Source: an optimization exercise on an open RTL-to-GDS flow (aim: small area, a short achievable clock period and few clock cycles). Production flows keep margins and buffers that such runs may drop. At most, simulation tests tie the RTL to the original design; equivalence was not proved.

==> 11-06 <==
Design mu0, start of the top module:
module mu0 (
    input clk,
    input rst,
    input overrideMemControl,
    input overrideMemRnW,
    input [15:0] overrideMemAddr,
    input [15:0] overrideMemDataIn,
    output [15:0] overrideMemDataOut,
    output reg done,
    input start,
    output reg [15:0] pc,
    output reg [15:0] acc
);
==> module alu, before the edit <==
module alu (
    input  [15:0] a,
    input  [15:0] b,
    input  [1:0]  op,
    output [15:0] result
);
    wire [15:0] sum = a + (op[0] ? ~b : b) + op[0];
    assign result = op[1] ? sum : b;
endmodule
==> module memory, before the edit <==
module memory (
    input             clk,
    input             we,
    input      [4:0]  waddr,
    input      [15:0] wdata,
    input      [4:0]  raddrA,
    output     [15:0] rdataA,
    input      [4:0]  raddrB,
    output     [15:0] rdataB
);
    reg [15:0] mem [0:31];
    always @(posedge clk) begin
        if (we) mem[waddr] <= wdata;
    end
    assign rdataA = mem[raddrA];
    assign rdataB = mem[raddrB];
endmodule
==> module mu0, before the edit <==
module mu0 (
    input clk,
    input rst,
    input overrideMemControl,
    input overrideMemRnW,
    input [15:0] overrideMemAddr,
    input [15:0] overrideMemDataIn,
    output [15:0] overrideMemDataOut,
    output reg done,
    input start,
    output reg [15:0] pc,
    output reg [15:0] acc
);
    reg [15:0] ir;
    reg running;
    reg oldStart;
    wire restart = oldStart != start;
    wire [3:0] op = ir[15:12];
    wire taken = (op == 4'd4) ||
                 (op == 4'd5 && !acc[15]) ||
                 (op == 4'd6 && acc != 16'd0);
    wire [15:0] pcInc = pc + (op[3] ? 16'd2 : 16'd1);
    wire [15:0] nextPc = taken ? {4'b0, ir[11:0]} : pcInc;
    wire [4:0] fetchAddr = restart ? 5'd0 : nextPc[4:0];
    wire we = running ? (op == 4'd1) : (overrideMemControl && !overrideMemRnW);
    wire [4:0] waddr = running ? ir[4:0] : overrideMemAddr[4:0];
    wire [15:0] wdata = running ? acc : overrideMemDataIn;
    wire [15:0] fetchData;
    wire [15:0] operand;
    memory mem (
        .clk(clk),
        .we(we),
        .waddr(waddr),
        .wdata(wdata),
        .raddrA(fetchAddr),
        .rdataA(fetchData),
        .raddrB(running ? ir[4:0] : overrideMemAddr[4:0]),
        .rdataB(operand)
    );
    assign overrideMemDataOut = operand;
    wire [15:0] aluResult;
    alu comp (
        .a(acc),
        .b(operand),
        .op(op[1:0]),
        .result(aluResult)
    );
    wire [15:0] nextIr = (we && waddr == fetchAddr) ? wdata : fetchData;
    always @(posedge clk) begin
        if (rst) begin
            oldStart <= start;
            running <= 1'b0;
            done <= 1'b0;
            pc <= 16'd0;
            acc <= 16'd0;
        end else if (restart) begin
            oldStart <= start;
            running <= 1'b1;
            done <= 1'b0;
            pc <= 16'd0;
            acc <= 16'd0;
            ir <= nextIr;
        end else if (running) begin
            if (op == 4'd7) begin
                running <= 1'b0;
                done <= 1'b1;
            end
            pc <= nextPc;
            if (op == 4'd0 || op == 4'd2 || op == 4'd3) acc <= aluResult;
            ir <= nextIr;
        end
    end
endmodule
clock: 7.5 ns
lec_check: 0
cap_margin: 20
core_margin: 2
core_utilization: 40
slew_margin: 20
run.sh (not shown) runs the stock make flow with config.mk's settings and CLKGATE_MAP_FILE= SYNTH_SCRIPT=/design/flow/synth_recipe.tcl, a recipe that flattens the netlist after the stock synthesis.
==> 11-16 (differences from 11-06) <==
==> flow/design.v (replaced) <==
module alu (
    input  [15:0] a,
    input  [15:0] b,
    input  [1:0]  op,
    output [15:0] result
);
    wire sub = op[0];
    wire [15:0] x = a & {16{op[1]}};
    wire [15:0] y = b ^ {16{sub}};
    wire [15:0] p = x ^ y;
    wire [15:0] g0 = (x & y) | {15'b0, p[0] & sub};
    wire [15:0] g1, t1, g2, t2, g3, t3, g4;
    genvar i;
    generate
        for (i = 0; i < 16; i = i + 1) begin : pre
            if (i >= 1) begin : l1
                assign g1[i] = g0[i] | (p[i] & g0[i-1]);
                assign t1[i] = p[i] & p[i-1];
            end else begin : l1z
                assign g1[i] = g0[i];
                assign t1[i] = p[i];
            end
            if (i >= 2) begin : l2
                assign g2[i] = g1[i] | (t1[i] & g1[i-2]);
                assign t2[i] = t1[i] & t1[i-2];
            end else begin : l2z
                assign g2[i] = g1[i];
                assign t2[i] = t1[i];
            end
            if (i >= 4) begin : l3
                assign g3[i] = g2[i] | (t2[i] & g2[i-4]);
                assign t3[i] = t2[i] & t2[i-4];
            end else begin : l3z
                assign g3[i] = g2[i];
                assign t3[i] = t2[i];
            end
            if (i >= 8) begin : l4
                assign g4[i] = g3[i] | (t3[i] & g3[i-8]);
            end else begin : l4z
                assign g4[i] = g3[i];
            end
        end
    endgenerate
    wire [15:0] c = {g4[14:0], sub};
    assign result = p ^ c;
endmodule
module rdbit (
    input  [31:0] d,
    input  [31:0] s,
    output        y
);
    wire [3:0] h;
    genvar k;
    generate
        for (k = 0; k < 4; k = k + 1) begin : quad
            rdgroup q (.d(d[8*k +: 8]), .s(s[8*k +: 8]), .yn(h[k]));
        end
    endgenerate
    nand4g o (.a(h[0]), .b(h[1]), .c(h[2]), .d(h[3]), .y(y));
endmodule
module rdgroup (
    input  [7:0] d,
    input  [7:0] s,
    output       yn
);
    wire [3:0] g = ~((d[3:0] & s[3:0]) | (d[7:4] & s[7:4]));
    assign yn = &g;
endmodule
module nand4g (
    input  a, b, c, d,
    output y
);
    assign y = ~(a & b & c & d);
endmodule
module rdport (
    input  [511:0] words,
    input  [4:0]   addr,
    output [15:0]  data
);
    wire [31:0] sel = 32'd1 << addr;
    genvar b, i;
    generate
        for (b = 0; b < 16; b = b + 1) begin : bt
            wire [31:0] d;
            for (i = 0; i < 32; i = i + 1) begin : w
                assign d[i] = words[16*i+b];
            end
            rdbit r (.d(d), .s(sel), .y(data[b]));
        end
    endgenerate
endmodule
module mu0 (
    input clk,
    input rst,
    input overrideMemControl,
    input overrideMemRnW,
    input [15:0] overrideMemAddr,
    input [15:0] overrideMemDataIn,
    output [15:0] overrideMemDataOut,
    output reg done,
    input start,
    output reg [15:0] pc,
    output reg [15:0] acc
);
    reg [15:0] ir;
    reg running;
    reg oldStart;
    wire restart = oldStart != start;
    wire [3:0] op = ir[15:12];
    wire taken = (op == 4'd4) ||
                 (op == 4'd5 && !acc[15]) ||
                 (op == 4'd6 && acc != 16'd0);
    wire [4:0] seqAddr = pc[4:0] + {4'b0, op[3]};
    wire [4:0] fetchAddr = restart ? 5'd0 : (taken ? ir[4:0] : seqAddr);
    wire [15:0] nextPc = taken ? {4'b0, ir[11:0]} + 16'd1 : pc + (op[3] ? 16'd2 : 16'd1);
    wire we = running ? (op == 4'd1) : (overrideMemControl && !overrideMemRnW);
    wire [4:0] waddr = running ? ir[4:0] : overrideMemAddr[4:0];
    wire [15:0] wdata = running ? acc : overrideMemDataIn;
    reg [15:0] mem [0:31];
    always @(posedge clk) begin
        if (we) mem[waddr] <= wdata;
    end
    wire [511:0] words;
    genvar i;
    generate
        for (i = 0; i < 32; i = i + 1) begin : wd
            assign words[16*i +: 16] = mem[i];
        end
    endgenerate
    wire [15:0] fetchData;
    wire [15:0] operand;
    rdport portA (.words(words), .addr(fetchAddr), .data(fetchData));
    rdport portB (.words(words), .addr(running ? ir[4:0] : overrideMemAddr[4:0]), .data(operand));
    assign overrideMemDataOut = operand;
    wire [15:0] aluResult;
    alu comp (
        .a(acc),
        .b(operand),
        .op(op[1:0]),
        .result(aluResult)
    );
    wire [15:0] nextIr = (we && waddr == fetchAddr) ? wdata : fetchData;
    wire nextStp = nextIr[15:12] == 4'd7;
    always @(posedge clk) begin
        if (rst) begin
            oldStart <= start;
            running <= 1'b0;
            done <= 1'b0;
        end else if (restart) begin
            oldStart <= start;
            running <= 1'b1;
            done <= 1'b0;
        end else if (running && (op == 4'd7 || nextStp)) begin
            running <= 1'b0;
            done <= 1'b1;
        end
    end
    always @(posedge clk) begin
        if (restart) begin
            pc <= 16'd1;
            acc <= 16'd0;
        end else if (running) begin
            if (op != 4'd7) pc <= nextPc;
            if (op == 4'd0 || op == 4'd2 || op == 4'd3) acc <= aluResult;
        end
    end
    always @(posedge clk) ir <= nextIr;
endmodule
Settings changed: CORE_UTILIZATION 40 to 30, SETUP_SLACK_MARGIN set to 2.5, SYNTH_HIERARCHICAL set to 1, SYNTH_MINIMUM_KEEP_SIZE set to 0.
==> 05-12 (differences from 11-06) <==
--- a/flow/design.v
+++ b/flow/design.v
@@ -13,16 +13,23 @@
     input      [4:0]  waddr,
     input      [15:0] wdata,
     input      [4:0]  raddrA,
-    output     [15:0] rdataA,
+    output reg [15:0] rdataA,
     input      [4:0]  raddrB,
-    output     [15:0] rdataB
+    output reg [15:0] rdataB
 );
     reg [15:0] mem [0:31];
     always @(posedge clk) begin
         if (we) mem[waddr] <= wdata;
     end
-    assign rdataA = mem[raddrA];
-    assign rdataB = mem[raddrB];
+    integer i;
+    always @* begin
+        rdataA = 16'd0;
+        rdataB = 16'd0;
+        for (i = 0; i < 32; i = i + 1) begin
+            rdataA = rdataA | (mem[i] & {16{raddrA == i}});
+            rdataB = rdataB | (mem[i] & {16{raddrB == i}});
+        end
+    end
 endmodule
 module mu0 (
     input clk,
Settings changed: SETUP_SLACK_MARGIN set to 2.5.
==> summary of the runs <==
Wire length: 11-16 < 11-06 < 05-12. The highest first-iteration DRC count belongs to 05-12, the lowest to 11-06. Register-to-register slack, highest first: 11-16, 05-12, 11-06. Hold slack: 05-12 < 11-16 < 11-06.
==> figures <==
item	05-12	11-16	11-06
Status	timing/DRC/antenna clean	timing/DRC/antenna clean	timing/DRC/antenna clean
Launch point of the worst path	overrideMemAddr[0]	overrideMemAddr[4]	overrideMemAddr[0]
DR iter-0 viols	4753	3006	2922
Area of the multi-input gates	10300 µm²	9520 µm²	11100 µm²
Fraction of final layout cells with drive strength greater than 1	29.4%	23.2%	16.8%
Worst voltage drop across the vdd grid	0.186 mV	0.210 mV	0.277 mV
Post-route clock period utilization	73.2%	69.5%	93.9%
Final WL	133000 µm	93500 µm	99900 µm
Number of cell instances on the worst register-to-register path	21	21	17
Synth unique cells	89	64	75
Testbench counts of 11-06, summed over its fixed seeds: cycles 16,954.
The RTL of 11-16 and 05-12 was laid out without a check of its function.

-- port drivers added, routing unchanged --
In the flow no input, the clock included, has a driving cell. The finished layouts below were timed again as built, in two steps.
Step 1 (the two cells are an assumption about what drives the block):
set clk [get_ports {clk}]
set_driving_cell -lib_cell sky130_fd_sc_hd__clkbuf_16 $clk
set_driving_cell -lib_cell sky130_fd_sc_hd__buf_2 [delete_from_list [all_inputs] $clk]
Step 2 adds t to the input delays and takes it off the output delays; t is the mean of the earliest and latest rising clock arrival at the registers after step 1. Input paths then give back, and output paths get back, about the clock's delay inside the block.
Three values: ideal ports, drivers, drivers and shift; two values: the first two.
run | shift t [ns] | setup WS [ns] | worst hold slack (ns) | worst setup path after step 2 | worst slew at a driven data input, ns
11-06 | 0.689 | 0.455 / 0.396 / 0.077 | 0.512 / 0.512 / 0.512 | input to register | 0.07
11-16 | 0.708 | 2.284 / 2.240 / 1.756 | 0.509 / 0.509 / 0.509 | input to register | 0.06
05-12 | 0.706 | 2.010 / 1.960 / 1.360 | 0.505 / 0.505 / 0.505 | input to register | 0.06
After both steps setup and hold are still met in every run listed. For 05-12, which loses most, drivers alone change the setup slack by -0.050 ns; drivers and shift together by -0.650 ns.
